This design comes from an exercise in tuning for small area and a short achievable clock period on the open sky130 flow, not from production work. In this exercise RTL edits were held to simulation tests only and were not proved equivalent to the original. Power is estimated from default activity; no workload was simulated.

File: flow/config.mk
export PLATFORM = sky130hd
export DESIGN_NAME = gpu
export DESIGN_NICKNAME = gpu
export VERILOG_FILES = /design/flow/design.v
export SDC_FILE = /design/flow/constraint.sdc
export NUM_CORES = 4
export LEC_CHECK = 0
export ABC_AREA = 1
export CAP_MARGIN = 20
export CORE_MARGIN = 2
export CORE_UTILIZATION = 65
export CTS_BUF_LIST = sky130_fd_sc_hd__clkbuf_8
export CTS_CLUSTER_DIAMETER = 60
export CTS_CLUSTER_SIZE = 14
export SLEW_MARGIN = 20
File: flow/constraint.sdc
create_clock -name core_clock -period 11.0 [get_ports {clk}]
set_input_delay 2.2000 -clock core_clock [delete_from_list [all_inputs] [get_ports {clk}]]
set_output_delay 2.2000 -clock core_clock [all_outputs]
set_load 0.01 [all_outputs]
File: flow/design.v
module gpu_span (
    input clk,
    input sample,
    input start,
    input [9:0] cy,
    input wrap,
    input [1:0] shape,
    input signed [11:0] x0,
    input signed [11:0] y0,
    input signed [11:0] x1,
    input signed [11:0] y1,
    input signed [11:0] x2,
    input signed [11:0] y2,
    input signed [11:0] ccx,
    input signed [11:0] ccy,
    input [11:0] radius,
    output reg [9:0] lo,
    output reg [9:0] hi
);
    reg [1:0] shp;
    reg [11:0] px0, py0, px1, py1, px2, py2;
    reg [1:0] edg;           
    reg [4:0] stp;           
    reg [24:0] P;            
    reg [13:0] B;            
    reg [12:0] A;            
    reg sb, sa, sd;          
    wire act  = (edg != 2'd3);
    wire e0   = (edg == 2'd0);
    wire s_rect = (shp == 2'd0);
    wire s_tri  = (shp == 2'd1);
    wire s_cir  = (shp == 2'd2);
    wire s_none = (shp == 2'd3);
    wire t_    = act & s_tri;
    wire c_    = act & s_cir & e0;
    wire r_    = act & s_rect & e0;
    wire k0 = (stp == 5'd0), k1 = (stp == 5'd1), k2 = (stp == 5'd2), k3 = (stp == 5'd3);
    wire k4 = (stp == 5'd4), k15 = (stp == 5'd15), k28 = (stp == 5'd28);
    wire k29 = (stp == 5'd29), k30 = (stp == 5'd30);
    wire cmul = (stp >= 5'd4) && (stp <= 5'd15);     
    wire csq  = (stp >= 5'd16) && (stp <= 5'd27);    
    wire tmul = (stp >= 5'd5) && (stp <= 5'd16);     
    wire tdiv = (stp >= 5'd17) && (stp <= 5'd29);    
    wire n_ld    = (t_ & k0) | (c_ & k0);            
    wire n_t_lb  = t_ & k1;                          
    wire n_t_la  = t_ & k2;                          
    wire n_neg   = (t_ & k3) | (c_ & k1);            
    wire n_lh    = t_ & k4;                          
    wire n_rchk  = r_ & k0;                          
    wire n_rchk2 = r_ & k3;                          
    wire n_clbr  = c_ & k2;                          
    wire n_clpr  = c_ & k3;                          
    wire n_mul   = (t_ & tmul) | (c_ & cmul);
    wire n_div   = t_ & tdiv;
    wire n_sq    = c_ & csq;
    wire n_tfin  = t_ & k30;
    wire n_cfl   = c_ & k28;
    wire n_cfu   = c_ & k29;
    wire n_rfl   = r_ & k1;
    wire n_rfu   = r_ & k2;
    wire n_rrot  = r_ & (k2 | k4 | (stp == 5'd5));
    wire n_none  = act & s_none & e0 & k0;
    wire n_rowsel = n_ld | n_rchk | n_rchk2;
    wire ru = sd ^ sb;                               
    wire n_first = ((stp == 5'd16) & s_cir) | ((stp == 5'd17) & s_tri);
    reg xs_x1s, xs_x1z, xs_y1, xs_y0, xs_ph, xs_x0, xs_m1;
    reg ys_x0, ys_y0, ys_p, ys_a, ys_cy;
    reg t_fin, c_fl, c_fu, r_fl, r_fu, r_chk, r_chk2, c_lpr, n_emp;
    reg neg, mul, t_div, c_sq, first, wB, wA, wPl, wPh, wSd, clrB, clrA, fin, rot;
    reg inv_s, cin_s;
    always @(posedge clk) begin
        xs_x1s <= ~start & (n_t_lb | n_rfu);
        xs_x1z <= ~start & (n_clbr | n_clpr);
        xs_y1  <= ~start & n_t_la;
        xs_y0  <= ~start & n_rowsel;
        xs_ph  <= ~start & (n_mul | n_div);
        xs_x0  <= ~start & (n_tfin | n_cfl | n_cfu | n_rfl);
        xs_m1  <= ~start & n_lh & ru & ~sa & (A != 13'd0);
        ys_x0  <= ~start & n_t_lb;
        ys_y0  <= ~start & n_t_la;
        ys_p   <= ~start & (n_neg | n_clbr | n_clpr | n_tfin);
        ys_a   <= ~start & (n_div | n_cfl | n_cfu | (n_lh & ru));
        ys_cy  <= ~start & n_rowsel & ~wrap;
        t_fin  <= ~start & n_tfin;
        c_fl   <= ~start & n_cfl;
        c_fu   <= ~start & n_cfu;
        r_fl   <= ~start & n_rfl;
        r_fu   <= ~start & n_rfu;
        r_chk  <= ~start & n_rchk;
        r_chk2 <= ~start & n_rchk2;
        c_lpr  <= ~start & n_clpr;
        n_emp  <= ~start & n_none;
        neg    <= ~start & n_neg;
        mul    <= ~start & n_mul;
        t_div  <= ~start & n_div;
        c_sq   <= ~start & n_sq;
        first  <= n_first;
        wB     <= ~start & (n_t_lb | n_clbr);
        wA     <= ~start & n_t_la;
        wPl    <= ~start & (n_ld | n_clpr | n_rchk | n_rchk2);
        wPh    <= ~start & n_lh;
        wSd    <= ~start & n_ld;
        clrB   <= ~start & c_ & k15;
        clrA   <= ~start & n_clbr;
        fin    <= ~start & (n_tfin | n_cfl | n_cfu | n_rfl | n_rfu);
        rot    <= ~start & (n_tfin | n_rrot);
        inv_s  <= ~start & ((n_div & ~n_first & (~Dn ^ sa)) | (n_sq & ~n_first & ~Dn) |
                            (n_div & n_first & ~sa) | (n_sq & n_first) |
                            n_t_lb | n_t_la | n_rowsel | n_clpr | n_neg |
                            n_cfl | n_rfu | (n_mul & sb) | (n_lh & ru & sa) |
                            (n_tfin & (sd ^ sa)));
        cin_s  <= ~start & ((n_div & ~n_first & (~Dn ^ sa)) | (n_sq & ~n_first & ~Dn) |
                            (n_div & n_first & ~sa) | (n_sq & n_first) |
                            n_t_lb | n_t_la | (n_rowsel & wrap) | n_clpr | n_neg |
                            n_cfl | (n_mul & sb) | (n_tfin & (sd ^ sa)));
    end
    wire sat = P[12];                        
    wire tneg = sd ^ sa;                     
    wire dsign = ~first & ~P[0];             
    wire [14:0] X =
        ({15{xs_x1s}} & {{3{px1[11]}}, px1}) |
        ({15{xs_x1z}} & {3'd0, px1}) |
        ({15{xs_y1}}  & {{3{py1[11]}}, py1}) |
        ({15{xs_y0}}  & {{3{py0[11]}}, py0}) |
        ({15{xs_ph}}  & {{2{t_div & dsign}}, P[24:12]}) |
        ({15{c_sq}}   & {B[12:0], P[23:22]}) |
        ({15{xs_x0}}  & {{3{px0[11]}}, px0}) |
        {15{xs_m1}};
    wire [14:0] Y =
        ({15{ys_x0}}      & {{3{px0[11]}}, px0}) |
        ({15{ys_y0}}      & {{3{py0[11]}}, py0}) |
        ({15{ys_p}}       & {{2{P[12]}}, P[12:0]}) |
        ({15{mul & P[0]}} & {B[13], B}) |
        ({15{ys_a}}       & {{2{A[12]}}, A}) |
        ({15{c_sq}}       & {1'b0, A[11:0], ~inv_s, 1'b1}) |
        ({15{ys_cy}}      & {5'd0, cy});
    wire inv = inv_s;
    wire cin = cin_s;
    wire [14:0] D;
    gpu_add15 alu (.a(X), .b(inv ? ~Y : Y), .cin(cin), .s(D));
    wire Dn = D[14];
    wire Pz = (P[12:0] == 13'd0);
    reg ck1, ck2;    
    always @(posedge clk) begin
        ck1 <= r_chk;
        ck2 <= r_chk2;
    end
    wire az = (A == 13'd0);
    wire tri_special = az | sat;
    reg updU, updL;
    always @(posedge clk) begin
        updU <= (t_fin & ~sa & ~tri_special) | c_fu | r_fu;
        updL <= (t_fin & sa & ~tri_special) | c_fl | r_fl;
    end
    wire Vn = P[14];
    wire fits = ~P[14] & (P[13:10] == 4'd0);
    reg empR;    
    always @(posedge clk)
        empR <= n_emp | (ck1 & ~P[12] & ~Pz) | (ck2 & (P[12] | Pz)) | (c_lpr & Dn);
    wire force_emp =
        empR |
        (t_fin & az & sd) |
        (t_fin & ~az & sat & (sa ? ~tneg : tneg)) |
        (updU & Vn) |
        (updL & ~Vn & ~fits);
    wire upd_hi = updU & fits & (P[9:0] < hi);
    wire upd_lo = updL & fits & (P[9:0] > lo);
    always @(posedge clk) begin
        if (sample) begin
            shp <= shape;
            px0 <= (shape == 2'd2) ? ccx : x0;
            py0 <= (shape == 2'd2) ? ccy : y0;
            px1 <= (shape == 2'd2) ? radius : x1;
            py1 <= y1;
            px2 <= x2;
            py2 <= y2;
        end else if (rot) begin
            px0 <= px1; py0 <= py1;
            px1 <= px2; py1 <= py2;
            px2 <= px0; py2 <= py0;
        end
        if (start) begin
            edg <= 2'd0;
            stp <= 5'd0;
        end else if (act) begin
            if (stp == 5'd30) begin
                stp <= 5'd0;
                edg <= edg + 2'd1;
            end else
                stp <= stp + 5'd1;
        end
        if (wB) begin B <= D[13:0]; sb <= Dn; end
        if (clrB) B <= 14'd0;
        if (wA) begin A <= D[12:0]; sa <= Dn; end
        if (clrA) A <= 13'd0;
        if (wPl | (neg & P[12])) P <= {12'd0, D[12:0]};
        if (wPh) P[24:12] <= D[12:0];
        if (wSd) sd <= ~Dn;
        if (mul) P <= {D[13:0], P[11:1]};
        if (t_div) begin
            if (first) sd <= sd ^ sb && (P != 25'd0);
            P <= {D[11:0], P[11:0], ~Dn};
        end
        if (fin) P <= {10'd0, D};
        if (c_sq) begin
            P <= {P[22:0], 2'b00};
            B <= D[13:0];
            A <= {A[11:0], ~Dn};
        end
        if (start) begin
            lo <= 10'd0;
            hi <= 10'd1023;
        end else begin
            if (force_emp) lo <= 10'd1023;
            else if (upd_lo) lo <= P[9:0];
            if (upd_hi) hi <= P[9:0];
        end
    end
endmodule
module gpu_add15 (
    input [14:0] a,
    input [14:0] b,
    input cin,
    output [14:0] s
);
    reg [14:0] g, p, G, Pg;
    reg [14:0] sum;
    integer i, k, j;
    always @(*) begin
        p = a ^ b;
        g = a & b;
        G = g;
        Pg = p;
        G[0] = g[0] | (p[0] & cin);
        for (k = 0; k < 4; k = k + 1)
            for (i = 14; i >= 0; i = i - 1)
                if ((i >> k) & 1) begin
                    j = ((i >> k) << k) - 1;
                    G[i] = G[i] | (Pg[i] & G[j]);
                    Pg[i] = Pg[i] & Pg[j];
                end
        sum[0] = p[0] ^ cin;
        for (i = 1; i < 15; i = i + 1)
            sum[i] = p[i] ^ G[i - 1];
    end
    assign s = sum;
endmodule
module gpu (
    input clk,
    input rst,
    input [1:0] shape,
    input [23:0] color,
    input signed [11:0] x0,
    input signed [11:0] y0,
    input signed [11:0] x1,
    input signed [11:0] y1,
    input signed [11:0] x2,
    input signed [11:0] y2,
    input signed [11:0] cx,
    input signed [11:0] cy,
    input [11:0] radius,
    output [23:0] pixel,
    output reg [9:0] counterX,
    output reg [9:0] counterY,
    output reg terminated,
    output reg write_done
);
    reg [13:0] sc;
    wire sc_end = (sc == 14'd10000);
    always @(posedge clk) begin
        if (rst) begin
            sc <= 14'd0;
            write_done <= 1'b0;
            terminated <= 1'b0;
        end else begin
            sc <= sc_end ? 14'd1 : sc + 14'd1;
            if (sc_end) begin
                write_done <= 1'b1;
                if (write_done) terminated <= 1'b1;
            end
        end
    end
    wire x_last = (counterX == 10'd639);
    wire y_last = (counterY == 10'd479);
    wire [9:0] y_inc = counterY + 10'd1;
    always @(posedge clk) begin
        if (rst) begin
            counterX <= 10'd0;
            counterY <= 10'd0;
        end else if (write_done) begin
            if (x_last) begin
                counterX <= 10'd0;
                counterY <= y_last ? 10'd0 : y_inc;
            end else
                counterX <= counterX + 10'd1;
        end
    end
    wire start  = write_done ? (counterX == 10'd540) : (sc == 14'd9901);
    wire sample = start & (y_last | ~write_done);
    wire swap   = write_done ? x_last : sc_end;
    wire [9:0] lo, hi;
    gpu_span span (
        .clk(clk), .sample(sample), .start(start),
        .cy(counterY), .wrap(~write_done | y_last),
        .shape(shape), .x0(x0), .y0(y0), .x1(x1), .y1(y1), .x2(x2), .y2(y2),
        .ccx(cx), .ccy(cy), .radius(radius), .lo(lo), .hi(hi)
    );
    reg [9:0] Lc, Hc;
    always @(posedge clk)
        if (swap) begin
            Lc <= lo;
            Hc <= hi;
        end
    wire hit = (counterX >= Lc) & (counterX <= Hc);
    reg [23:0] colS, colA;
    always @(posedge clk) begin
        if (sample) colS <= color;
        if (write_done & (counterX == 10'd1) & (counterY == 10'd0)) colA <= colS;
    end
    reg h1, h2;
    always @(posedge clk) begin
        if (rst) begin
            h1 <= 1'b0;
            h2 <= 1'b0;
        end else begin
            h1 <= write_done & hit;
            h2 <= h1;
        end
    end
    assign pixel = h2 ? colA : 24'd0;
endmodule
File: flow/flow/run.sh
#!/bin/bash
set -euo pipefail
export BUFFER_PORTS_ARGS="-buffer_cell sky130_fd_sc_hd__buf_1"
export SETUP_SLACK_MARGIN=7.5
bash standard.sh synth > synth.log 2>&1
bash standard.sh > layout.log 2>&1
File: flow/standard.sh
#!/bin/bash
# synth_recipe.tcl (not shown) runs the flow's synth.tcl, then flattens the netlist and writes it again
# the make line also repeats each setting of config.mk as NAME=value (left out here)
make -C /OpenROAD-flow-scripts/flow DESIGN_CONFIG=/design/flow/config.mk WORK_HOME=/design/flow/orfs CLKGATE_MAP_FILE= SYNTH_SCRIPT=/design/flow/synth_recipe.tcl "${@:-finish}"
==> results of run 1 <==
-- routing by layer --
metal	routed length, um	up-vias
met5	0	-
met4	2290	0
met3	4140	219
met2	21100	821
met1	16700	6454
li1	-	6487
-- worst max-delay path by stage --
stage | startpoint | to | slack (ps) | cells after the start
after floorplan | span.mul | span.P[9] | 7510 | 23
after global placement | span.c_sq | span.P[9] | 6850 | 22
after detailed placement | span.c_sq | span.P[9] | 6770 | 22
after CTS | h2 | pixel[9] | 7430 | 4
after global routing | span.xs_x1s | span.P[9] | 7290 | 23
final | h2 | pixel[1] | 7390 | 4
-- through the flow --
stage | utilization [%] | power, mW | cells
CTS | 73.5 | 1.97 | 2331
floorplan | - | 1.24 | 1808
global placement | 69.5 | 1.26 | 2260
detailed placement | 69.5 | 1.26 | 2260
global route | 75.7 | 2.02 | 2349
finish | 75.7 | 1.97 | 2349
-- cell families (layout without fill, tap and decap cells) --
group	count (synthesis)	after routing	synth area share, %
and+or+nand+nor	737	738	20.3
DFF	302	302	50.0
AOI/OAI and AO/OA	317	317	12.3
buffers and inverters	317	533	7.84
muxes	36	36	2.25
xor gates and xnor gates	28	28	1.58
adders and majority gates	71	71	5.79
-- repair_timing --
item | in CTS | in global routing
setup endpoints to repair | 151 | 192
pin swaps | 7 | 8
cloned | 2 | 2
resized for setup | 90 | 111
hold buffers | 0 | 0
hold endpoints to repair | 0 | 0
buffers inserted | 15 | 16
-- cell type report --
type                       instances  area (um2)  area share, %
inverter                         258         990           5.39
clock buffer                      29         399           2.18
multi-input combinational       1190        7100           38.7
timing repair buffer             220        1190           6.49
tap                              324         405           2.21
sequential                       302        8040           43.8
timing repair inverter             1        5.00         0.0273
clock inverter                    25         213           1.16
-- cells in the mapped netlist, drive strengths merged (3+ instances only) --
cell / instances / area [um2]
mux2i: 36 / 360
o21ai: 119 / 603
nor3: 29 / 181
inv: 252 / 948
o22ai: 11 / 68.8
a21o: 3 / 22.5
a22oi: 3 / 22.5
edfxtp: 194 / 5830
or2: 11 / 68.8
clkbuf: 34 / 129
ha: 66 / 826
a31oi: 3 / 18.8
o21bai: 7 / 52.6
nand2: 454 / 1770
buf: 25 / 153
nor4: 17 / 134
xnor2: 5 / 51.3
a21oi: 82 / 410
a211oi: 7 / 57.6
o221ai: 13 / 114
a221oi: 25 / 219
nand4: 15 / 93.8
nor2: 135 / 566
clkinv: 6 / 23.8
o2111ai: 13 / 114
xor2: 23 / 201
o211ai: 19 / 148
fa: 5 / 100
dfxtp: 108 / 2160
nor3b: 8 / 65.1
nand3: 63 / 328
-- sequential cells by signal, indices dropped and copies added (netlist names), 13 cells and up --
name    count
colS       24
span.B     14
span.A     13
colA       24
span.P     25
sc         14
-- power groups by stage --
stage               registers (mW)  logic [mW]  clock network, mW
floorplan                     1.22      0.0160                  0
global placement              1.22      0.0364                  0
detailed placement            1.22      0.0377                  0
CTS                           1.19      0.0378              0.740
global route                  1.19      0.0420              0.782
finish                        1.19      0.0378              0.737
==> reports/results.ini, run 1 <==
[cells_and_area]
diodes = 0
layout_commonest_cell = nand2_1
layout-drive-gt1-share_pct = 14.3
syn2layout_area_growth_pct = 14.8
layout_common_cells = nand2_1 (401), inv_1 (231), edfxtp_1 (194)
final_area_mm2 = 0.0183
nNetsFinal = 2209
nFillCells = 1816

[worst_setup_path]
ff2ff_path_depth = 17
endpoint_kind = primary output
critPathKind = reg -> out
crit_arrival_ps = 1410
crit_chain = clkbuf_16 -> nand2_2 -> inv_1 -> buf_2
cp_max_fo = 6
worst-path-buf-inv = 3
startpoint_type = flip-flop
r2r-end = span.P[20]
worstReg2RegStart = span.px0[0]
r2r_slack_ps = 7470
crit_path_max_incr_delay_ps = 410
path_delay_family = flip-flops
critPathRequiredTime_ps = 8800
worst_path_max_delay_cell = dfxtp_4

[cts]
cts_buffer_depth = 3
worstSkewPairLatency_ps = 610
cts_made_buffers = 29
cts_tree = yes
cts_sinks = 302
htree_levels = 1
cts_root_buf = clkbuf_8
clk_pin_slew_worst_paths_ps = 90

[logic_synthesis]
synth.avg_cell_area_um2 = 8.84
ys_ff_latch = 302
synth_top_flop_cell = edfxtp_1
synth_seq_area_share_pct = 50.0
synth_edf_count = 194
async_reset_ff_share_pct = 0
syn-cell-area_mm2 = 0.0160
synth_cell_types = 68
synth-warning-count = 3
syn_nets = 2015
synth_cells = 1808

[sta]
min_period_ps = 3610
finalSetupTns_ps = 0
period_share_pct = 32.8
hold_ws_ps = 327
setup_ws_ps = 7390
slew_violations = 0
slew_headroom_pct = 20.8
setup_violations = 0
max_freq_ghz = 0.277
clock-skew-final_ps = 26.5
worst_pin_slew_ps = 1180
rsz0062_at_grt = yes
hold_violations = 0

[die]
initial_core_util_pct = 65.9
dieHeight_um = 161
io_pins = 182
core_region_area_mm2 = 0.0242
rows = 57
die_w_um = 161
dieArea_mm2 = 0.0259

[drt]
drc = 0
avgRoutedWirePerCell_um = 18.8
wl_um = 44300
dr.pass1.iters = 9
vias = 14000
first_iter_violations = 1837
ant_nets = 0
routed_via_density = 5.95

[pwr]
ir_drop_mv = 0.110
p_per_area_mw_per_mm2 = 107
p_comb_share_pct = 1.9
p_leak_nw = 8.13
swShare_pct = 21.9
p_switching_mw = 0.430
power_frac_clock_pct = 37.5
power_frac_seq_pct = 60.6
p_int_mw = 1.54

[grt]
overflow = 0
grt-busiest-layer = met2
grt_pass1_wl_um = 66800
grt_use_met2_pct = 55.5
grt_pass1_vias = 13000
grt_max_degree = 73
met3_usage_pct = 5.29
use_met1_pct = 42.0
grt_util_all_layers_pct = 32.6
antenna_found_initial = 0

[placed_design]
io_buffer_count = 181
dpl_worst_slack_ps = 6770
gp_congestion = 1.03
hpwl_um = 31400
placed_area_mm2 = 0.0168

[hold_path]
min-delay-start = span.r_chk
hp-class = reg -> reg
hold_path_end = span.ck1
min_path_cells = 0

[job]
drv_cap = 0

[status]
status = timing/DRC/antenna clean

==> run 2: changes to the inputs <==
--- a/flow/config.mk
+++ b/flow/config.mk
@@ -8,8 +8,8 @@
 export ABC_AREA = 1
 export CAP_MARGIN = 20
 export CORE_MARGIN = 2
-export CORE_UTILIZATION = 65
+export CORE_UTILIZATION = 40
 export CTS_BUF_LIST = sky130_fd_sc_hd__clkbuf_8
 export CTS_CLUSTER_DIAMETER = 60
-export CTS_CLUSTER_SIZE = 14
+export CTS_CLUSTER_SIZE = 20
 export SLEW_MARGIN = 20
==> run 2 against run 1 <==
Compared with the run above:
- still clean on timing, DRC and antenna
- total power grew 0.77%
- first-iteration DRC count shrank 36%
- worst hold slack gained 7.2 ps
- non-clock buffer count grew 9
- via count shrank 3.2%
- area after synthesis is the same
- critical path type is now reg -> reg
- critical endpoint is now span.P[8]
==> reports/results.ini, run 2 <==
[status]
status = timing/DRC/antenna clean

[logic_synthesis]
synth_common_cells = nand2_1 (437), inv_1 (238), edfxtp_1 (194)
synth_top_flop_cell = edfxtp_1
syn_nets = 2015  ; unchanged
ys_ff_latch = 302  ; unchanged
synth.avg_cell_area_um2 = 8.84  ; unchanged
synth_most_common_cell = nand2_1
yosys.area.top_type_share_pct = 36.5  ; unchanged
synth_cells = 1808  ; unchanged
synth_cell_types = 68  ; unchanged
async_reset_ff_share_pct = 0  ; unchanged
syn-cell-area_mm2 = 0.0160  ; unchanged
yosysTopAreaCell = edfxtp_1
synth-warning-count = 3  ; unchanged
synth_edf_count = 194  ; unchanged
ys_top_cells_by_area = edfxtp_1 (36%), dfxtp_1 (14%), nand2_1 (10%), inv_1 (5.6%), ha_1 (5.2%)
synth_seq_area_share_pct = 50.0  ; unchanged

[sta]
min_period_ps = 3580  ; -22.4 ps
clock-skew-final_ps = 63.5  ; +37.0 ps
rsz0062_at_grt = yes
slew_violations = 0  ; unchanged
hold_ws_ps = 334  ; +7.21 ps
max_freq_ghz = 0.279  ; +0.63%
worst_pin_slew_ps = 1090  ; -93.9 ps
setup_ws_ps = 7420  ; +22.4 ps
hold_violations = 0  ; unchanged
period_share_pct = 32.6  ; -0.20 points
setup_violations = 0  ; unchanged
slew_headroom_pct = 27.1  ; +6.3 points
finalSetupTns_ps = 0  ; unchanged

[grt]
grt_util_all_layers_pct = 21.6  ; -11 points
antenna_found_initial = 0  ; unchanged
grt_max_degree = 110  ; +51%
overflow = 0  ; unchanged
grt_pass1_vias = 12600  ; -2.4%
use_met1_pct = 30.5  ; -11 points
grt_pass1_wl_um = 70600  ; +5.7%
grt_use_met2_pct = 34.8  ; -21 points
grt-busiest-layer = met2
met3_usage_pct = 3.38  ; -1.9 points

[die]
io_pins = 182  ; unchanged
core_region_area_mm2 = 0.0395  ; +63%
die_w_um = 204  ; +27%
dieArea_mm2 = 0.0416  ; +61%
dieHeight_um = 204  ; +27%
initial_core_util_pct = 40.4  ; -25 points
rows = 73  ; +28%

[hold_path]
hp-class = reg -> reg

[cts]
worstSkewPairLatency_ps = 670  ; +60 ps
cts_buffer_depth = 3  ; unchanged
ctsHoldBuffers = 0  ; unchanged
cts_made_buffers = 29  ; unchanged
cts_root_buf = clkbuf_8
htree_levels = 1  ; unchanged
cts_tree = yes
cts_sinks = 302  ; unchanged
clk_pin_slew_worst_paths_ps = 120  ; +30 ps

[placed_design]
gp_congestion = 0.954  ; -7.1%
dp.cells = 2462  ; +8.9%
io_buffer_count = 181  ; unchanged
placed_area_mm2 = 0.0171  ; +1.5%
dpl_worst_slack_ps = 6620  ; -150 ps
hpwl_um = 33600  ; +6.7%

[pwr]
power_frac_clock_pct = 38.0  ; +0.5 points
ir_drop_mv = 0.0741  ; -33%
power_frac_seq_pct = 60.0  ; -0.6 points
p_leak_nw = 8.10  ; -0.37%
p_int_mw = 1.49  ; -3.0%
p_comb_share_pct = 1.9  ; about the same
p_switching_mw = 0.490  ; +14%
swShare_pct = 24.8  ; +2.9 points
power_mw = 1.98  ; +0.77%
p_per_area_mw_per_mm2 = 106  ; -0.83%

[cells_and_area]
largestRegisters = span.P x25, colA x24, colS x24
multi_input_area_mm2 = 0.00714  ; +0.51%
fin_cells = 2561  ; +9.0%
seqCellArea_mm2 = 0.00807  ; +0.33%
nNetsFinal = 2221  ; +0.54%
syn2layout_area_growth_pct = 16.7
diodes = 0  ; unchanged
layout_commonest_cell = nand2_1
layout_common_cells = nand2_1 (419), inv_1 (227), edfxtp_1 (194)
final_area_mm2 = 0.0186  ; +1.6%
layout-drive-gt1-share_pct = 15.5  ; +1.2 points
largest-register = span.P
post-route-util_pct = 47.1  ; -29 points
largest_reg_flops = 25  ; unchanged
nFillCells = 3874  ; +110%

[job]
drv_cap = 0  ; unchanged

[drt]
first_iter_violations = 1179  ; -36%
vias = 13500  ; -3.2%
wl_um = 46700  ; +5.6%
ant_nets = 0  ; unchanged
dr.pass1.iters = 8  ; -1
avgRoutedWirePerCell_um = 18.3  ; -3.1%
routed_via_density = 5.29  ; -11%
drc = 0  ; unchanged

[worst_setup_path]
startpoint_type = flip-flop
critPathKind = reg -> reg
endpoint_kind = flip-flop
cp_max_fo = 4  ; -2
crit_arrival_ps = 3980  ; +2570 ps
critPathRequiredTime_ps = 11400  ; +2600 ps

run 2: cell counts after synthesis:
Identical to the previous run, type by type.
run 2: worst max-delay path, cell delays in order, from the launching register on:
cell and delay [ps]:
edfxtp_1 500, a221oi_2 290, nand2_1 100, xor2_1 180, fa_2 370, fa_2 420
inv_2 70, nand2_2 50, nand2_2 70, nand3_2 60, nand2_2 80, inv_2 40
fa_2 590, inv_2 60, nand2_2 70, o21ai_1 80, nor2_1 140, o221ai_1 130
run 2: timing repair:
action,CTS,global route
setup buffers,18,23
resized for setup,108,84
pin swaps,4,29
cloned,4,1
endpoints found under the setup margin,167,132
run 2: final timing paths:
check / cells past startpoint / slack, ps / end / start
worst max register to register: 17 / 7420 / span.P[8] / span.px0[0]
worst max-delay path: 17 / 7420 / span.P[8] / span.px0[0]
worst min-delay path: 0 / 330 / span.ck2 / span.r_chk2
worst min register to register: 0 / 330 / span.ck2 / span.r_chk2
run 2: power by group through the flow:
stage | Clock, mW | Combinational [mW] | Sequential [mW]
2_1_floorplan | 0 | 0.0160 | 1.22
3_3_place_gp | 0 | 0.0383 | 1.22
4_1_cts | 0.776 | 0.0391 | 1.19
3_5_place_dp | 0 | 0.0388 | 1.22
6_report | 0.753 | 0.0386 | 1.19
5_1_grt | 0.810 | 0.0434 | 1.19
run 2: cell families after synthesis:
| family | synth area share (%) |
|---|---|
| flops | 50.0 |
| buf+inv | 7.84 |
| mux | 2.25 |
| simple gates | 20.3 |
| xor+xnor | 1.58 |
| fa+ha+maj | 5.79 |
| compound gates | 12.3 |
run 2: per-layer routing:
layer / wire, um / up-vias
li1: - / 6539
met1: 20400 / 6320
met2: 21000 / 600
met3: 4180 / 81
met4: 1100 / 0
met5: 0 / -
run 2: cell type report:
class | count | area share, %
inverter | 258 | 5.31
sequential | 302 | 43.3
timing repair inverter | 1 | 0.0268
timing repair buffer | 229 | 6.13
tap | 525 | 3.52
multi-input combinational | 1193 | 38.3
clock inverter | 24 | 1.30
clock buffer | 29 | 2.14
==> run 3: changes to the inputs <==
--- a/flow/design.v
+++ b/flow/design.v
@@ -223,15 +223,13 @@
     input cin,
     output [14:0] s
 );
-    reg [14:0] g, p, G, Pg;
-    reg [14:0] sum;
+    reg [14:0] p, G, Pg;
+    reg [15:0] c;
     integer i, k, j;
     always @(*) begin
         p = a ^ b;
-        g = a & b;
-        G = g;
+        G = a & b;
         Pg = p;
-        G[0] = g[0] | (p[0] & cin);
         for (k = 0; k < 4; k = k + 1)
             for (i = 14; i >= 0; i = i - 1)
                 if ((i >> k) & 1) begin
@@ -239,11 +237,11 @@
                     G[i] = G[i] | (Pg[i] & G[j]);
                     Pg[i] = Pg[i] & Pg[j];
                 end
-        sum[0] = p[0] ^ cin;
-        for (i = 1; i < 15; i = i + 1)
-            sum[i] = p[i] ^ G[i - 1];
+        c[0] = cin;
+        for (i = 1; i < 16; i = i + 1)
+            c[i] = G[i - 1] | (Pg[i - 1] & cin);
     end
-    assign s = sum;
+    assign s = p ^ c[14:0];
 endmodule
 module gpu (
     input clk,
@@ -259,21 +257,22 @@
     input signed [11:0] cx,
     input signed [11:0] cy,
     input [11:0] radius,
-    output [23:0] pixel,
+    output reg [23:0] pixel,
     output reg [9:0] counterX,
     output reg [9:0] counterY,
     output reg terminated,
     output reg write_done
 );
     reg [13:0] sc;
-    wire sc_end = (sc == 14'd10000);
+    wire sc_end = (sc == 14'd1470);
+    wire [13:0] sc_step = {sc[12:0], sc[13] ^ sc[12] ^ sc[11] ^ sc[1]};
     always @(posedge clk) begin
         if (rst) begin
-            sc <= 14'd0;
+            sc <= 14'd1;
             write_done <= 1'b0;
             terminated <= 1'b0;
         end else begin
-            sc <= sc_end ? 14'd1 : sc + 14'd1;
+            sc <= sc_end ? 14'd2 : sc_step;
             if (sc_end) begin
                 write_done <= 1'b1;
                 if (write_done) terminated <= 1'b1;
@@ -282,7 +281,16 @@
     end
     wire x_last = (counterX == 10'd639);
     wire y_last = (counterY == 10'd479);
-    wire [9:0] y_inc = counterY + 10'd1;
+    wire [9:0] x_inc, y_inc;
+    assign x_inc[0] = ~counterX[0];
+    assign y_inc[0] = ~counterY[0];
+    genvar gi;
+    generate
+        for (gi = 1; gi < 10; gi = gi + 1) begin : inc
+            assign x_inc[gi] = counterX[gi] ^ (&counterX[gi - 1:0]);
+            assign y_inc[gi] = counterY[gi] ^ (&counterY[gi - 1:0]);
+        end
+    endgenerate
     always @(posedge clk) begin
         if (rst) begin
             counterX <= 10'd0;
@@ -292,10 +300,10 @@
                 counterX <= 10'd0;
                 counterY <= y_last ? 10'd0 : y_inc;
             end else
-                counterX <= counterX + 10'd1;
+                counterX <= x_inc;
         end
     end
-    wire start  = write_done ? (counterX == 10'd540) : (sc == 14'd9901);
+    wire start  = write_done ? (counterX == 10'd540) : (sc == 14'd13895);
     wire sample = start & (y_last | ~write_done);
     wire swap   = write_done ? x_last : sc_end;
     wire [9:0] lo, hi;
@@ -315,17 +323,16 @@
     reg [23:0] colS, colA;
     always @(posedge clk) begin
         if (sample) colS <= color;
-        if (write_done & (counterX == 10'd1) & (counterY == 10'd0)) colA <= colS;
+        if (write_done & (counterX == 10'd0) & (counterY == 10'd0)) colA <= colS;
     end
-    reg h1, h2;
+    reg h1;
     always @(posedge clk) begin
         if (rst) begin
             h1 <= 1'b0;
-            h2 <= 1'b0;
+            pixel <= 24'd0;
         end else begin
             h1 <= write_done & hit;
-            h2 <= h1;
+            pixel <= h1 ? colA : 24'd0;
         end
     end
-    assign pixel = h2 ? colA : 24'd0;
 endmodule
==> flow/flow/run.sh (replaced) <==
#!/bin/bash
set -euo pipefail
export BUFFER_PORTS_ARGS="-buffer_cell sky130_fd_sc_hd__buf_1"
export SETUP_SLACK_MARGIN=8.3
bash standard.sh synth > synth.log 2>&1
bash standard.sh > layout.log 2>&1
--- a/flow/config.mk
+++ b/flow/config.mk
@@ -8,8 +8,9 @@
 export ABC_AREA = 1
 export CAP_MARGIN = 20
 export CORE_MARGIN = 2
-export CORE_UTILIZATION = 40
+export CORE_UTILIZATION = 65
 export CTS_BUF_LIST = sky130_fd_sc_hd__clkbuf_8
 export CTS_CLUSTER_DIAMETER = 60
-export CTS_CLUSTER_SIZE = 20
+export CTS_CLUSTER_SIZE = 14
 export SLEW_MARGIN = 20
+export TNS_END_PERCENT = 0
==> run 3 against run 2 <==
Compared with the run above:
- sequential share of layout area is 1.8 points higher
- non-clock buffer count is 17 higher
- area after synthesis is 3.0% higher
- fmax is 8.4% higher
- wire length is 2.8% lower
- register-to-register slack better by 290 ps
- critical path type is now reg -> out
- critical endpoint is now counterY[1]
- highest routed layer unchanged
==> reports/results.ini, run 3 <==
[worst_setup_path]
crit_chain = buf_2
worstReg2RegStart = span.c_sq
r2r-end = span.P[24]
crit_path_max_incr_delay_ps = 360  ; -230 ps
startpoint_type = flip-flop
critPathRequiredTime_ps = 8800  ; -2600 ps
path_delay_family = flip-flops
r2r_slack_ps = 7710  ; +290 ps
ff2ff_path_depth = 23  ; +6
critPathKind = reg -> out
crit_arrival_ps = 1110  ; -2870 ps
worst_path_max_delay_cell = dfxtp_4
cp_max_fo = 2  ; -2
worst-path-buf-inv = 1  ; -2
endpoint_kind = primary output

[sta]
period_share_pct = 30.1  ; -2.5 points
slew_headroom_pct = 30.0  ; +3.0 points
clock-skew-final_ps = 30.0  ; -33.5 ps
setup_violations = 0  ; unchanged
min_period_ps = 3310  ; -278 ps
finalSetupTns_ps = 0  ; unchanged
max_freq_ghz = 0.302  ; +8.4%
rsz0062_at_grt = yes
hold_violations = 0  ; unchanged
slew_violations = 0  ; unchanged
worst_pin_slew_ps = 1040  ; -45.4 ps

[logic_synthesis]
synth_common_cells = nand2_1 (419), inv_1 (227), edfxtp_1 (194)
synth_seq_area_share_pct = 51.3  ; +1.3 points
ys_ff_latch = 325  ; +7.6%
synth_top_flop_cell = edfxtp_1
synth_compound_area_share_pct = 11.8  ; -0.45 points
synth-simple-area-share_pct = 20.2  ; -0.090 points
yosys.area.top_type_share_pct = 35.4  ; -1.1 points
synth-xor-area-share_pct = 1.22  ; -0.37 points
yosysTopAreaCell = edfxtp_1
synth.avg_cell_area_um2 = 8.81  ; -0.30%
synth_cell_types = 57  ; -16%
synth_fa_ha_area_share_pct = 5.59  ; -0.20 points
synth_top_family_by_area = simple AND/OR/NAND/NOR gates
async_reset_ff_share_pct = 0  ; unchanged
synth_most_common_cell = nand2_1
syn-cell-area_mm2 = 0.0165  ; +3.0%
syn_nets = 2077  ; +3.1%
synth-warning-count = 3  ; unchanged
synth_cells = 1868  ; +3.3%
ys_top_cells_by_area = edfxtp_1 (35%), dfxtp_1 (16%), nand2_1 (9.6%), ha_1 (5.5%), inv_1 (5.2%)
synth_edf_count = 194  ; unchanged
muxShareOfSynthArea_pct = 2.19  ; -0.066 points

[die]
io_pins = 182  ; unchanged
dieHeight_um = 163  ; -20%
core_region_area_mm2 = 0.0250  ; -37%
die_w_um = 163  ; -20%
rows = 58  ; -21%
dieArea_mm2 = 0.0266  ; -36%
initial_core_util_pct = 65.8  ; +25 points

[cells_and_area]
layout_commonest_cell = nand2_1
syn2layout_area_growth_pct = 14.8
largest_reg_flops = 25  ; unchanged
largest-register = span.P
final_area_mm2 = 0.0189  ; +1.4%
nNetsFinal = 2287  ; +3.0%
layout-drive-gt1-share_pct = 13.6  ; -1.9 points
post-route-util_pct = 75.5  ; +28 points
diodes = 0  ; unchanged
nFillCells = 1920  ; -50%
layout_common_cells = nand2_1 (405), inv_1 (229), edfxtp_1 (194)

[hold_path]
hold_path_end = span.ck1
hp-class = reg -> reg
min_path_cells = 0  ; unchanged
min-delay-start = span.r_chk

[cts]
cts_buffer_depth = 3  ; unchanged
worstSkewPairLatency_ps = 620  ; -50 ps
cts_tree = yes
cts_made_buffers = 31  ; +6.9%
clk_pin_slew_worst_paths_ps = 100  ; -20 ps
cts_sinks = 325  ; +7.6%
htree_levels = 1  ; unchanged
ctsHoldBuffers = 0  ; unchanged
cts_root_buf = clkbuf_8

[pwr]
power_mw = 2.04  ; +3.1%
p_leak_nw = 8.39  ; +3.6%
p_per_area_mw_per_mm2 = 108  ; +1.7%
ir_drop_mv = 0.107  ; +45%

[grt]
overflow = 0  ; unchanged
grt_pass1_vias = 13000  ; +2.8%
antenna_found_initial = 0  ; unchanged
grt_max_degree = 90  ; -18%
grt_pass1_wl_um = 68300  ; -3.2%
grt_util_all_layers_pct = 32.9  ; +11 points

[drt]
dr.pass1.iters = 6  ; -2
routed_via_density = 5.87  ; +11%
avgRoutedWirePerCell_um = 18.7  ; +2.3%
ant_nets = 0  ; unchanged
first_iter_violations = 1985  ; +68%
wl_um = 45400  ; -2.8%
drc = 0  ; unchanged
vias = 14300  ; +5.4%

[placed_design]
gp_congestion = 0.993  ; +4.1%
hpwl_um = 31800  ; -5.3%
placed_area_mm2 = 0.0173  ; +1.0%
io_buffer_count = 181  ; unchanged

[status]
status = timing/DRC/antenna clean

[job]
drv_cap = 0  ; unchanged

==> run 3: logic make-up (layout without fill, tap and decap cells) <==
logic type | count (synthesis) | after routing
simple gates | 773 | 775
compound gates | 329 | 329
flops | 325 | 325
buf+inv | 310 | 543
fa+ha+maj | 73 | 73
mux | 36 | 36
xor+xnor | 22 | 22
==> run 3: what timing repair did <==
| action | in CTS | in global routing |
|---|---|---|
| buffers inserted | 22 | 32 |
| gates cloned | 1 | 4 |
| resized for setup | 85 | 94 |
| setup endpoints to repair | 332 | 353 |
| pin swaps | 2 | 29 |
==> run 3: layout make-up <==
type / instances / area, um2 / area share, %
Multi-Input combinational cell: 1235 / 7080 / 37.4
Timing Repair Buffer: 246 / 1360 / 7.18
Clock buffer: 34 / 468 / 2.48
Sequential cell: 325 / 8530 / 45.1
Tap cell: 330 / 413 / 2.18
Inverter: 239 / 921 / 4.87
Clock inverter: 24 / 139 / 0.735
==> run 3: worst register-to-register path, stage by stage (launching register included) <==
cell and delay [ps]:
dfxtp_4 370, buf_12 150, nand2_1 100, o2111ai_1 170, a221oi_1 350, o21ai_1 160, xor2_1 160, inv_1 60
ha_1 310, nand2_1 80, inv_2 60, nand2_2 70, inv_2 90, nand2_2 70, nand3_4 150, nand2_4 90
nand2_4 70, nand2_4 80, nand2_2 100, nand2_4 70, nand2_2 90, nand2_1 60, nand3_1 100, nand2_1 50
==> run 3: where the power goes <==
part	switching (mW)	internal, mW	total (mW)
combinational	0.0173	0.0180	0.0353
sequential	0.000949	1.27	1.27
clock	0.439	0.296	0.735
==> run 3: per-stage QoR <==
stage	std cells	setup slack (ps)	hold slack (ps)
3_5_place_dp	2316	6980	327
6_report	2433	7690	346
4_1_cts	2397	7680	351
2_1_floorplan	1868	7940	310
5_1_grt	2433	7610	354
3_3_place_gp	2316	7020	321
==> run 3: how the worst max path moves through the flow <==
| stage | startpoint | to | cells after the start | slack (ps) |
|---|---|---|---|---|
| after CTS | counterX[9] | counterX[9] | 1 | 7680 |
| after detailed placement | span.c_sq | span.P[2] | 17 | 6980 |
| after global routing | counterY[4] | span.P[22] | 23 | 7610 |
| after floorplan | shape[0] | span.px1[10] | 5 | 7940 |
| final | counterY[1] | counterY[1] | 1 | 7690 |
| after global placement | span.c_sq | span.P[17] | 17 | 7020 |
==> run 3: routing by layer <==
| metal | global-route usage, % | up-vias | wire length, um |
|---|---|---|---|
| li1 | - | 6762 | - |
| met1 | 44.9 | 6521 | 17700 |
| met2 | 53.5 | 808 | 20900 |
| met3 | 5.18 | 185 | 4620 |
| met4 | 11.8 | 0 | 2230 |
| met5 | 0 | - | 0 |
==> run 4: changes to the inputs <==
==> flow/flow/run.sh (replaced) <==
#!/bin/bash
set -euo pipefail
export BUFFER_PORTS_ARGS="-buffer_cell sky130_fd_sc_hd__buf_1"
export SETUP_SLACK_MARGIN=7.5
bash standard.sh synth > synth.log 2>&1
bash standard.sh > layout.log 2>&1
--- a/flow/config.mk
+++ b/flow/config.mk
@@ -13,4 +13,3 @@
 export CTS_CLUSTER_DIAMETER = 60
 export CTS_CLUSTER_SIZE = 14
 export SLEW_MARGIN = 20
-export TNS_END_PERCENT = 0
==> run 4 against run 3 <==
Compared with the run above:
- via count decreased by 0.93%
- area after synthesis is the same
- critical endpoint is now counterY[9]
- register-to-register slack got worse by 140 ps
==> reports/results.ini, run 4 <==
[status]
status = timing/DRC/antenna clean

[cells_and_area]
layout-drive-gt1-share_pct = 9.00  ; -4.6 points
final_area_mm2 = 0.0185  ; -2.3%
largest_reg_flops = 25  ; unchanged
syn2layout_area_growth_pct = 12.2
layout_commonest_cell = nand2_1
diodes = 0  ; unchanged
largest-register = span.P
nNetsFinal = 2253  ; -1.5%
layout_common_cells = nand2_1 (410), inv_1 (234), edfxtp_1 (194)

[cts]
worstSkewPairLatency_ps = 620  ; about the same
cts_buffer_depth = 3  ; unchanged
cts_made_buffers = 30  ; -3.2%
htree_levels = 1  ; unchanged
cts_sinks = 325  ; unchanged
clk_pin_slew_worst_paths_ps = 80  ; -20 ps
cts_root_buf = clkbuf_8
cts_tree = yes
ctsHoldBuffers = 0  ; unchanged

[grt]
overflow = 0  ; unchanged
grt_max_degree = 73  ; -19%
grt_pass1_wl_um = 66500  ; -2.6%
antenna_found_initial = 0  ; unchanged
grt_util_all_layers_pct = 31.8  ; -1.1 points
grt_pass1_vias = 12900  ; -0.71%

[worst_setup_path]
worst_path_max_delay_cell = dfxtp_1
crit_arrival_ps = 1250  ; +140 ps
path_delay_family = flip-flops
critPathKind = reg -> out
endpoint_kind = primary output
r2r-end = span.P[6]
ff2ff_path_depth = 19  ; -17%
critPathRequiredTime_ps = 8800  ; about the same
startpoint_type = flip-flop
worst-path-buf-inv = 1  ; unchanged
r2r_slack_ps = 7570  ; -140 ps
crit_path_max_incr_delay_ps = 480  ; +120 ps
worstReg2RegStart = span.xs_ph
crit_chain = buf_1
cp_max_fo = 5  ; +3

[die]
dieArea_mm2 = 0.0266  ; unchanged
dieHeight_um = 163  ; unchanged
core_region_area_mm2 = 0.0250  ; unchanged
die_w_um = 163  ; unchanged
rows = 58  ; unchanged
io_pins = 182  ; unchanged
initial_core_util_pct = 65.8  ; unchanged

[placed_design]
gp_congestion = 0.983  ; -1.0%
io_buffer_count = 181  ; unchanged
hpwl_um = 31400  ; -1.2%
placed_area_mm2 = 0.0173  ; about the same

[drt]
wl_um = 43800  ; -3.5%
ant_nets = 0  ; unchanged
drc = 0  ; unchanged
routed_via_density = 5.90  ; +0.56%
vias = 14100  ; -0.93%
first_iter_violations = 1874  ; -5.6%
dr.pass1.iters = 9  ; +3
avgRoutedWirePerCell_um = 18.3  ; -2.1%

[sta]
rsz0062_at_grt = yes
period_share_pct = 31.3  ; +1.3 points
hold_violations = 0  ; unchanged
worst_pin_slew_ps = 1130  ; +80.8 ps
slew_headroom_pct = 24.0  ; -6.0 points
setup_violations = 0  ; unchanged
min_period_ps = 3450  ; +140 ps
finalSetupTns_ps = 0  ; unchanged
slew_violations = 0  ; unchanged
max_freq_ghz = 0.290  ; -4.1%
clock-skew-final_ps = 35.6  ; +5.66 ps

[logic_synthesis]
yosys.area.top_type_share_pct = 35.4  ; unchanged
ys_top_cells_by_area = edfxtp_1 (35%), dfxtp_1 (16%), nand2_1 (9.6%), ha_1 (5.5%), inv_1 (5.2%)
async_reset_ff_share_pct = 0  ; unchanged
ys_ff_latch = 325  ; unchanged
synth_cell_types = 57  ; unchanged
synth_seq_area_share_pct = 51.3  ; unchanged
synth.avg_cell_area_um2 = 8.81  ; unchanged
synth_most_common_cell = nand2_1
synth-warning-count = 3  ; unchanged
synth_edf_count = 194  ; unchanged
synth_common_cells = nand2_1 (419), inv_1 (227), edfxtp_1 (194)
syn_nets = 2077  ; unchanged
yosysTopAreaCell = edfxtp_1
syn-cell-area_mm2 = 0.0165  ; unchanged
synth_top_flop_cell = edfxtp_1
synth_cells = 1868  ; unchanged

[hold_path]
min-delay-start = span.r_chk2
hold_path_end = span.ck2
min_path_cells = 0  ; unchanged
hp-class = reg -> reg

[pwr]
ir_drop_mv = 0.100  ; -6.5%
p_leak_nw = 8.04  ; -4.3%
p_per_area_mw_per_mm2 = 113  ; +4.2%

[job]
drv_cap = 0  ; unchanged

[run 4: changes by cell type in the layout (fill, tap and decap cells not counted), sizes merged]
cell      delta
inv          -2
clkinvlp     -1
clkbuf      -14
buf         -18
bufinv       +3
or2          -2
clkinv       -2
[run 4: how the worst max path moves through the flow]
stage           startpoint           end  slack (ps)  cells past startpoint
2_1_floorplan     shape[0]  span.px1[10]        7570                      5
3_3_place_gp   counterX[0]   span.py1[4]        6820                     12
3_5_place_dp   counterX[0]   span.py1[4]        6750                     12
4_1_cts          span.c_sq     span.A[0]        7500                     21
5_1_grt           span.mul    span.P[24]        7480                     23
6_report       counterY[9]   counterY[9]        7550                      1
[run 4: per-stage QoR]
stage / hold WS [ps] / instances / setup slack (ps) / utilization, % / power, mW
finish: 337 / 2397 / 7550 / 73.8 / 2.08
global route: 344 / 2397 / 7480 / 73.8 / 2.13
CTS: 339 / 2375 / 7500 / 71.9 / 2.09
detailed placement: 316 / 2319 / 6750 / 69.0 / 1.34
global placement: 313 / 2319 / 6820 / 69.0 / 1.34
floorplan: 310 / 1868 / 7570 / - / 1.32
[run 4: timing repair]
action                                  CTS  global route
gates cloned                              0             1
setup buffers                             1            21
pin swaps                                 1            21
gates resized for setup                  24            57
endpoints found under the setup margin  114           115
[run 4: routing by layer]
metal | vias up | wire, um | track usage [%] | share of wire, %
met1 | 6502 | 17700 | 43.4 | 40
met5 | - | 0 | 0 | 0
met2 | 828 | 20000 | 50.0 | 46
met4 | 0 | 1790 | 12.3 | 4.1
met3 | 143 | 4360 | 6.73 | 9.9
li1 | 6670 | - | - | -
[run 4: cell families (layout without fill, tap and decap cells)]
logic type,after synthesis,count (layout),synth area share [%]
AO/OA/AOI/OAI,329,329,11.8
XOR/XNOR,22,22,1.22
adder cells (fa/ha/maj),73,73,5.59
buffers and inverters,310,509,7.68
flip-flops,325,325,51.3
multiplexers,36,36,2.19
AND/OR/NAND/NOR,773,773,20.2
[run 4: power by group]
| part | total [mW] | switching, mW | leakage, nW | internal (mW) |
|---|---|---|---|---|
| clock network | 0.769 | 0.417 | 0.378 | 0.352 |
| logic | 0.0352 | 0.0172 | 5.12 | 0.0180 |
| registers | 1.28 | 0.000940 | 2.54 | 1.28 |
[run 4: cell type report]
type	count	area, um2
Clock inverter	22	183
Fill cell	1923	6570
Sequential cell	325	8470
Tap cell	330	413
Inverter	239	907
Clock buffer	33	454
Timing Repair Buffer	215	1020
Multi-Input combinational cell	1233	7020
==> run 5: changes to the inputs <==
==> flow/flow/run.sh (replaced) <==
#!/bin/bash
set -euo pipefail
export BUFFER_PORTS_ARGS="-buffer_cell sky130_fd_sc_hd__buf_1"
export SETUP_SLACK_MARGIN=8
bash standard.sh synth > synth.log 2>&1
bash standard.sh > layout.log 2>&1
--- a/flow/config.mk
+++ b/flow/config.mk
@@ -13,3 +13,4 @@
 export CTS_CLUSTER_DIAMETER = 60
 export CTS_CLUSTER_SIZE = 14
 export SLEW_MARGIN = 20
+export TNS_END_PERCENT = 0
==> run 5 against run 4 <==
Compared with the run above:
- largest cell class unchanged
- combinational power about the same
- register-to-register slack better by 70 ps
- clock skew barely moved
- critical path depth up 18
- still clean on timing, DRC and antenna
- total power is essentially flat
- non-clock buffer count grew 34
- fmax is 2.4% higher
- core utilization up 2.2 points
==> reports/results.ini, run 5 <==
[pwr]
ir_drop_mv = 0.104  ; +3.2%
power_mw = 2.08  ; about the same
p_leak_nw = 8.39  ; +4.4%
p_per_area_mw_per_mm2 = 109  ; -2.9%

[worst_setup_path]
endpoint_kind = flip-flop
crit_path_max_incr_delay_ps = 550  ; +70 ps
r2r_slack_ps = 7640  ; +70 ps
startpoint_type = flip-flop
worst-path-buf-inv = 4  ; +3
ff2ff_path_depth = 19  ; unchanged
worst_path_max_delay_cell = dfxtp_1
worstReg2RegStart = span.ys_p
cp_max_fo = 8  ; +3
crit_arrival_ps = 3720  ; +2470 ps
critPathKind = reg -> reg
path_delay_family = compound AO/OA/AOI/OAI gates
critPathRequiredTime_ps = 11360  ; +2560 ps
cp_common_cell = nand2_1
r2r-end = span.P[20]
crit_chain = inv_4 -> o21ai_1 -> a221oi_2 -> o2111ai_1 -> xor2_1 -> ha_2 -> nand2_1 -> inv_2 -> nand2_1 -> inv_2 -> nand2_2 -> nand3_4 -> buf_6 -> xnor2_4 -> nor2_2 -> a21oi_1 -> o21ai_0 -> nand3_1 -> nand2_1

[placed_design]
hpwl_um = 31400  ; unchanged
io_buffer_count = 181  ; unchanged
gp_congestion = 0.983  ; unchanged

[cells_and_area]
nFillCells = 1826  ; -5.0%
layout_commonest_cell = nand2_1
syn2layout_area_growth_pct = 15.6
layout_common_cells = nand2_1 (402), inv_1 (229), edfxtp_1 (194)
nNetsFinal = 2287  ; +1.5%
layout-drive-gt1-share_pct = 13.4  ; +4.4 points
diodes = 0  ; unchanged
largest-register = span.P
largest_reg_flops = 25  ; unchanged

[logic_synthesis]
synth_edf_count = 194  ; unchanged
synth_cells = 1868  ; unchanged
ys_ff_latch = 325  ; unchanged
synth_top_family_by_area = simple AND/OR/NAND/NOR gates
synth_cell_types = 57  ; unchanged
synth_compound_area_share_pct = 11.8  ; unchanged
ys_top_cells_by_area = edfxtp_1 (35%), dfxtp_1 (16%), nand2_1 (9.6%), ha_1 (5.5%), inv_1 (5.2%)
synth-warning-count = 3  ; unchanged
synth.avg_cell_area_um2 = 8.81  ; unchanged
yosysTopAreaCell = edfxtp_1
synth_top_flop_cell = edfxtp_1
syn_nets = 2077  ; unchanged
async_reset_ff_share_pct = 0  ; unchanged
synth-xor-area-share_pct = 1.22  ; unchanged
synth_most_common_cell = nand2_1
yosys.area.top_type_share_pct = 35.4  ; unchanged
synth_fa_ha_area_share_pct = 5.59  ; unchanged
muxShareOfSynthArea_pct = 2.19  ; unchanged
synth_common_cells = nand2_1 (419), inv_1 (227), edfxtp_1 (194)
synth-simple-area-share_pct = 20.2  ; unchanged
syn-cell-area_mm2 = 0.0165  ; unchanged
synth_seq_area_share_pct = 51.3  ; unchanged

[sta]
slew_headroom_pct = 22.2  ; -1.7 points
setup_violations = 0  ; unchanged
finalSetupTns_ps = 0  ; unchanged
period_share_pct = 30.6  ; -0.75 points
rsz0062_at_grt = yes
min_period_ps = 3360  ; -82.3 ps
worst_pin_slew_ps = 1150  ; +25.6 ps
slew_violations = 0  ; unchanged
clock-skew-final_ps = 36.1  ; +0.486 ps
max_freq_ghz = 0.297  ; +2.4%
hold_violations = 0  ; unchanged

[grt]
grt_pass1_wl_um = 68500  ; +2.9%
antenna_found_initial = 0  ; unchanged
overflow = 0  ; unchanged
grt_max_degree = 73  ; unchanged
grt_util_all_layers_pct = 32.8  ; +1.0 points
grt_pass1_vias = 13200  ; +2.6%

[drt]
vias = 14400  ; +1.5%
routed_via_density = 5.90  ; about the same
first_iter_violations = 1894  ; +1.1%
ant_nets = 0  ; unchanged
avgRoutedWirePerCell_um = 18.7  ; +2.1%
drc = 0  ; unchanged
wl_um = 45400  ; +3.6%
dr.pass1.iters = 6  ; -3

[hold_path]
hold_path_end = span.ck2
hp-class = reg -> reg
min_path_cells = 0  ; unchanged
min-delay-start = span.r_chk2

[cts]
ctsHoldBuffers = 0  ; unchanged
worstSkewPairLatency_ps = 620  ; about the same
htree_levels = 1  ; unchanged
cts_tree = yes
cts_buffer_depth = 3  ; unchanged
cts_root_buf = clkbuf_8
cts_made_buffers = 30  ; unchanged
clk_pin_slew_worst_paths_ps = 80  ; about the same
cts_sinks = 325  ; unchanged

[die]
rows = 58  ; unchanged
io_pins = 182  ; unchanged
core_region_area_mm2 = 0.0250  ; unchanged
initial_core_util_pct = 65.8  ; unchanged
die_w_um = 163  ; unchanged
dieHeight_um = 163  ; unchanged
dieArea_mm2 = 0.0266  ; unchanged

[status]
status = timing/DRC/antenna clean

[job]
drv_cap = 0  ; unchanged

## run 5: cell counts after synthesis
No cell type changed its count.
## run 5: cells by family after synthesis
| logic type | Yosys count |
|---|---|
| XOR/XNOR | 22 |
| AO/OA/AOI/OAI | 329 |
| multiplexers | 36 |
| adder cells (fa/ha/maj) | 73 |
| AND/OR/NAND/NOR | 773 |
| buffers and inverters | 310 |
| flip-flops | 325 |
## run 5: per-stage QoR
step	hold slack [ps]	instances	utilization [%]	instance area, um2	worst slack, ps
6_report	336	2431	76.0	19000	7640
5_1_grt	344	2431	76.0	19000	7560
4_1_cts	339	2403	73.9	18500	7710
3_5_place_dp	316	2319	69.0	17300	6750
3_3_place_gp	313	2319	69.0	17300	6820
2_1_floorplan	310	1868	-	16500	7570
## run 5: timing repair
action                                  CTS  global route
pin swaps                                 7            31
gates cloned                              1             1
buffers inserted                         28            27
endpoints found under the setup margin  296           220
resized for setup                       115            70
## run 5: worst reg2reg max path: stages, from the launching register on
cell and delay (ps):
dfxtp_1 550, inv_4 160, o21ai_1 250, a221oi_2 60, o2111ai_1 130, xor2_1 230, ha_2 330, nand2_1 80
inv_2 60, nand2_1 110, inv_2 70, nand2_2 90, nand3_4 140, buf_6 170, xnor2_4 270, nor2_2 80
a21oi_1 120, o21ai_0 90, nand3_1 90, nand2_1 50
## run 5: final cells by class
cell class / instances / area (um2) / share of cell area [%]
clock buffers: 33 / 454 / 2.39
flip-flops and latches: 325 / 8530 / 44.8
inverters: 239 / 920 / 4.83
clock inverters: 22 / 183 / 0.960
repair buffers: 249 / 1390 / 7.32
well taps: 330 / 413 / 2.17
multi-input cells: 1233 / 7140 / 37.5
## run 5: report_power, final
part	total [mW]	leakage (nW)	switching, mW	internal (mW)
clock	0.774	0.378	0.421	0.352
combinational	0.0353	5.46	0.0172	0.0180
sequential	1.27	2.55	0.000978	1.27
total	2.08	8.39	0.440	1.64
## run 5: layer usage
metal  global-route usage (%)  wire length (um)  up-vias
met5                     1.89                63        -
met4                     14.0              1950        2
met3                     6.86              4610      162
met2                     52.1             20900      876
met1                     43.6             17900     6576
li1                         -                 -     6734
## run 5: worst max path at each step
stage,startpoint,to,slack (ps),depth (start not counted)
after floorplan,shape[0],span.px1[10],7570,5
after global placement,counterX[0],span.py1[4],6820,12
after detailed placement,counterX[0],span.py1[4],6750,12
after CTS,counterY[1],counterY[1],7710,1
after global routing,span.mul,span.P[3],7560,19
final,span.ys_p,span.P[20],7640,19
==> run 6: changes to the inputs <==
--- a/flow/design.v
+++ b/flow/design.v
@@ -65,8 +65,7 @@
     wire n_first = ((stp == 5'd16) & s_cir) | ((stp == 5'd17) & s_tri);
     reg xs_x1s, xs_x1z, xs_y1, xs_y0, xs_ph, xs_x0, xs_m1;
     reg ys_x0, ys_y0, ys_p, ys_a, ys_cy;
-    reg t_fin, c_fl, c_fu, r_fl, r_fu, r_chk, r_chk2, c_lpr, n_emp;
-    reg neg, mul, t_div, c_sq, first, wB, wA, wPl, wPh, wSd, clrB, clrA, fin, rot;
+    reg mul, t_div, c_sq, first;
     reg inv_s, cin_s;
     always @(posedge clk) begin
         xs_x1s <= ~start & (n_t_lb | n_rfu);
@@ -81,29 +80,10 @@
         ys_p   <= ~start & (n_neg | n_clbr | n_clpr | n_tfin);
         ys_a   <= ~start & (n_div | n_cfl | n_cfu | (n_lh & ru));
         ys_cy  <= ~start & n_rowsel & ~wrap;
-        t_fin  <= ~start & n_tfin;
-        c_fl   <= ~start & n_cfl;
-        c_fu   <= ~start & n_cfu;
-        r_fl   <= ~start & n_rfl;
-        r_fu   <= ~start & n_rfu;
-        r_chk  <= ~start & n_rchk;
-        r_chk2 <= ~start & n_rchk2;
-        c_lpr  <= ~start & n_clpr;
-        n_emp  <= ~start & n_none;
-        neg    <= ~start & n_neg;
         mul    <= ~start & n_mul;
         t_div  <= ~start & n_div;
         c_sq   <= ~start & n_sq;
         first  <= n_first;
-        wB     <= ~start & (n_t_lb | n_clbr);
-        wA     <= ~start & n_t_la;
-        wPl    <= ~start & (n_ld | n_clpr | n_rchk | n_rchk2);
-        wPh    <= ~start & n_lh;
-        wSd    <= ~start & n_ld;
-        clrB   <= ~start & c_ & k15;
-        clrA   <= ~start & n_clbr;
-        fin    <= ~start & (n_tfin | n_cfl | n_cfu | n_rfl | n_rfu);
-        rot    <= ~start & (n_tfin | n_rrot);
         inv_s  <= ~start & ((n_div & ~n_first & (~Dn ^ sa)) | (n_sq & ~n_first & ~Dn) |
                             (n_div & n_first & ~sa) | (n_sq & n_first) |
                             n_t_lb | n_t_la | n_rowsel | n_clpr | n_neg |
@@ -114,6 +94,38 @@
                             n_t_lb | n_t_la | (n_rowsel & wrap) | n_clpr | n_neg |
                             n_cfl | (n_mul & sb) | (n_tfin & (sd ^ sa)));
     end
+    reg [1:0] edq;
+    reg [4:0] stq;
+    always @(posedge clk) begin
+        edq <= start ? 2'd3 : edg;
+        stq <= stp;
+    end
+    wire aq  = (edq != 2'd3);
+    wire tq  = aq & s_tri;
+    wire cq  = aq & s_cir & (edq == 2'd0);
+    wire rq  = aq & s_rect & (edq == 2'd0);
+    wire q0 = (stq == 5'd0), q1 = (stq == 5'd1), q2 = (stq == 5'd2), q3 = (stq == 5'd3);
+    wire q4 = (stq == 5'd4), q5 = (stq == 5'd5), q15 = (stq == 5'd15), q28 = (stq == 5'd28);
+    wire q29 = (stq == 5'd29), q30 = (stq == 5'd30);
+    wire t_fin  = tq & q30;
+    wire c_fl   = cq & q28;
+    wire c_fu   = cq & q29;
+    wire r_fl   = rq & q1;
+    wire r_fu   = rq & q2;
+    wire r_chk  = rq & q0;
+    wire r_chk2 = rq & q3;
+    wire c_lpr  = cq & q3;
+    wire n_emp  = aq & s_none & (edq == 2'd0) & q0;
+    wire neg    = (tq & q3) | (cq & q1);
+    wire wB     = (tq & q1) | (cq & q2);
+    wire wA     = tq & q2;
+    wire wPl    = (tq & q0) | (cq & q0) | c_lpr | r_chk | r_chk2;
+    wire wPh    = tq & q4;
+    wire wSd    = (tq & q0) | (cq & q0);
+    wire clrB   = cq & q15;
+    wire clrA   = cq & q2;
+    wire fin    = t_fin | c_fl | c_fu | r_fl | r_fu;
+    wire rot    = t_fin | (rq & (q2 | q4 | q5));
     wire sat = P[12];                        
     wire tneg = sd ^ sa;                     
     wire dsign = ~first & ~P[0];             
==> flow/flow/run.sh (replaced) <==
#!/bin/bash
set -euo pipefail
export BUFFER_PORTS_ARGS="-buffer_cell sky130_fd_sc_hd__buf_1"
export SETUP_SLACK_MARGIN=8.3
bash standard.sh synth > synth.log 2>&1
bash standard.sh > layout.log 2>&1
--- a/flow/config.mk
+++ b/flow/config.mk
@@ -8,9 +8,9 @@
 export ABC_AREA = 1
 export CAP_MARGIN = 20
 export CORE_MARGIN = 2
-export CORE_UTILIZATION = 65
+export CORE_UTILIZATION = 70
 export CTS_BUF_LIST = sky130_fd_sc_hd__clkbuf_8
 export CTS_CLUSTER_DIAMETER = 60
-export CTS_CLUSTER_SIZE = 14
+export CTS_CLUSTER_SIZE = 16
 export SLEW_MARGIN = 20
 export TNS_END_PERCENT = 0
==> run 6 against run 5 <==
Compared with the run above:
- non-clock buffer count fell by 10
- critical path type unchanged
- highest routed layer is now met4
- total power decreased by 5.6%
- area after synthesis shrank 1.0%
- final cell count up 0.49%
- worst hold slack gained 94 ps
- combinational power increased by 9.1%
- die area decreased by 7.9%
- critical path depth shrank 2
- core utilization increased by 5.3 points
- via count increased by 6.2%
==> reports/results.ini, run 6 <==
[status]
status = timing/DRC/antenna clean

[cts]
cts_made_buffers = 27  ; -10%
clk_pin_slew_worst_paths_ps = 110  ; +30 ps

[grt]
overflow = 0  ; unchanged
grt_util_all_layers_pct = 39.3  ; +6.5 points
antenna_found_initial = 0  ; unchanged

[cells_and_area]
largest_reg_flops = 25  ; unchanged
fin_cells = 2443  ; +0.49%
layout-drive-gt1-share_pct = 11.8  ; -1.6 points
nNetsFinal = 2319  ; +1.4%
diodes = 0  ; unchanged
layout_commonest_cell = nand2_1

[die]
dieHeight_um = 157  ; -4.0%
dieArea_mm2 = 0.0245  ; -7.9%

[worst_setup_path]
setup.worst_path.start = span.ys_a
worst_path_max_delay_cell = dfxtp_1
startpoint_type = flip-flop
crit_chain = a22o_1 -> a221oi_1 -> nand3_1 -> xor2_1 -> inv_1 -> ha_1 -> nand2_2 -> nor2_4 -> nand2_2 -> o211ai_4 -> nand2_1 -> nand2_1 -> nand2_1 -> nand2_2 -> o21ai_0 -> nand2_1 -> o211ai_2
critPathKind = reg -> reg
crit_arrival_ps = 3720  ; about the same
worstReg2RegStart = span.ys_a

[sta]
slew_violations = 0  ; unchanged
slew_headroom_pct = 27.6  ; +5.3 points
setup_violations = 0  ; unchanged
rsz0062_at_grt = yes
hold_violations = 0  ; unchanged

[drt]
dr.pass1.iters = 8  ; +2
drc = 0  ; unchanged
ant_nets = 0  ; unchanged
avgRoutedWirePerCell_um = 20.4  ; +9.0%
routed_via_density = 6.24  ; +5.7%
first_iter_violations = 2546  ; +34%

[pwr]
p_leak_nw = 7.96  ; -5.2%
p_comb_share_pct = 2.0  ; +0.3 points
power_frac_seq_pct = 62.7  ; +1.6 points
p_int_mw = 1.51  ; -7.8%

[logic_synthesis]
syn-cell-area_mm2 = 0.0163  ; -1.0%
synth_most_common_cell = nand2_1
yosys.area.top_type_share_pct = 35.7  ; +0.36 points
synth_common_cells = nand2_1 (444), inv_1 (226), nor2_1 (206)
synth-warning-count = 3  ; unchanged
ys_top_cells_by_area = edfxtp_1 (36%), dfxtp_1 (15%), nand2_1 (10%), ha_1 (5.5%), inv_1 (5.2%)

[job]
drv_cap = 0  ; unchanged

[hold_path]
hp-class = reg -> reg
min_path_cells = 0  ; unchanged

[placed_design]
gp_congestion = 1.02  ; +3.7%
dp.cells = 2345  ; +1.1%
hpwl_um = 33800  ; +7.7%
io_buffer_count = 181  ; unchanged

-- run 6: power by group through the flow --
stage                     clock [mW]  combinational [mW]  sequential [mW]
after floorplan                    0              0.0180             1.26
final                          0.694              0.0385             1.23
after detailed placement           0              0.0373             1.26
after global routing           0.729              0.0420             1.23
after global placement             0              0.0362             1.26
after CTS                      0.687              0.0373             1.23
-- run 6: logic make-up (layout without fill, tap and decap cells) --
logic type | after synthesis | in the layout | synth area share (%)
fa+ha+maj | 73 | 73 | 5.65
flops | 314 | 314 | 50.5
buf+inv | 313 | 531 | 7.58
xor+xnor | 22 | 22 | 1.18
simple gates | 854 | 854 | 22.2
compound gates | 336 | 336 | 12.9
-- run 6: worst reg2reg max path, cell delays in order (launching register included) --
cell      delay (ps)
dfxtp_1          570
a22o_1           310
a221oi_1         220
nand3_1          140
xor2_1           150
inv_1             90
ha_1             330
nand2_2           80
nor2_4           140
nand2_2          100
o211ai_4         270
nand2_1          130
nand2_1           80
nand2_1          100
nand2_2          150
o21ai_0          100
nand2_1           90
o211ai_2          70
-- run 6: layout make-up --
cell class / instances / area, um2 / share of cell area, %
clock buffers: 27 / 372 / 2.01
clock inverters: 22 / 169 / 0.912
inverters: 242 / 935 / 5.05
multi-input cells: 1285 / 7080 / 38.2
flip-flops and latches: 314 / 8320 / 44.9
well taps: 313 / 392 / 2.11
repair buffers: 239 / 1250 / 6.76
repair inverters: 1 / 5.00 / 0.0270
-- run 6: timing repair --
action,in CTS,in global routing
gates resized for setup,92,51
pin swaps,4,23
setup buffers,26,20
gates cloned,1,2
setup endpoints to repair,338,372
-- run 6: worst max path at each step --
stage | cells after the start | endpoint | slack [ps]
finish | 17 | span.P[10] | 7650
global route | 19 | span.P[10] | 7560
floorplan | 5 | span.px1[10] | 8080
global placement | 19 | span.P[17] | 7110
CTS | 1 | counterX[6] | 7700
detailed placement | 18 | span.P[6] | 7000
-- run 6: metrics by stage --
stage,worst slack (ps),hold slack (ps),util (%),instance area [um2],power (mW)
3_5_place_dp,7000,405,75.4,17200,1.30
4_1_cts,7700,427,79.5,18100,1.96
6_report,7650,429,81.3,18500,1.96
2_1_floorplan,8080,329,-,16400,1.28
5_1_grt,7560,439,81.3,18500,2.00
3_3_place_gp,7110,401,75.4,17200,1.30
-- run 6: routing by layer --
metal	global-route usage [%]	share of wire, %	up-vias	routed length, um
li1	-	-	6871	-
met1	50.5	36	7032	17900
met2	65.4	48	1112	23600
met3	7.28	11	229	5630
met4	17.1	5.2	0	2570
met5	0	0	-	0

## re-timing with driven ports
Ports are ideal in the flow. The routed layouts listed here were re-timed in OpenROAD.
Step 1: set_driving_cell puts a clkbuf_16 on clk and a buf_2 on each other input, an assumption about the parent block.
Step 2 times the ports against the registers' clock, not the clock port: input delays grow and output delays shrink by t, the midpoint of the rising clock arrivals with the driver on.
Slacks: ideal ports / drivers / drivers and shift; pairs: ideal ports / drivers.
run | shift t [ns] | setup slack, ns
run 1 | 0.643 | 7.393 / 7.343 / 7.078
run 2 | 0.683 | 7.416 / 7.399 / 7.107
run 3 | 0.647 | 7.694 / 7.647 / 7.202
run 4 | 0.648 | 7.554 / 7.506 / 7.256
run 5 | 0.649 | 7.636 / 7.636 / 7.289
run 6 | 0.644 | 7.652 / 7.611 / 7.207
After both steps every run listed still meets setup and hold.
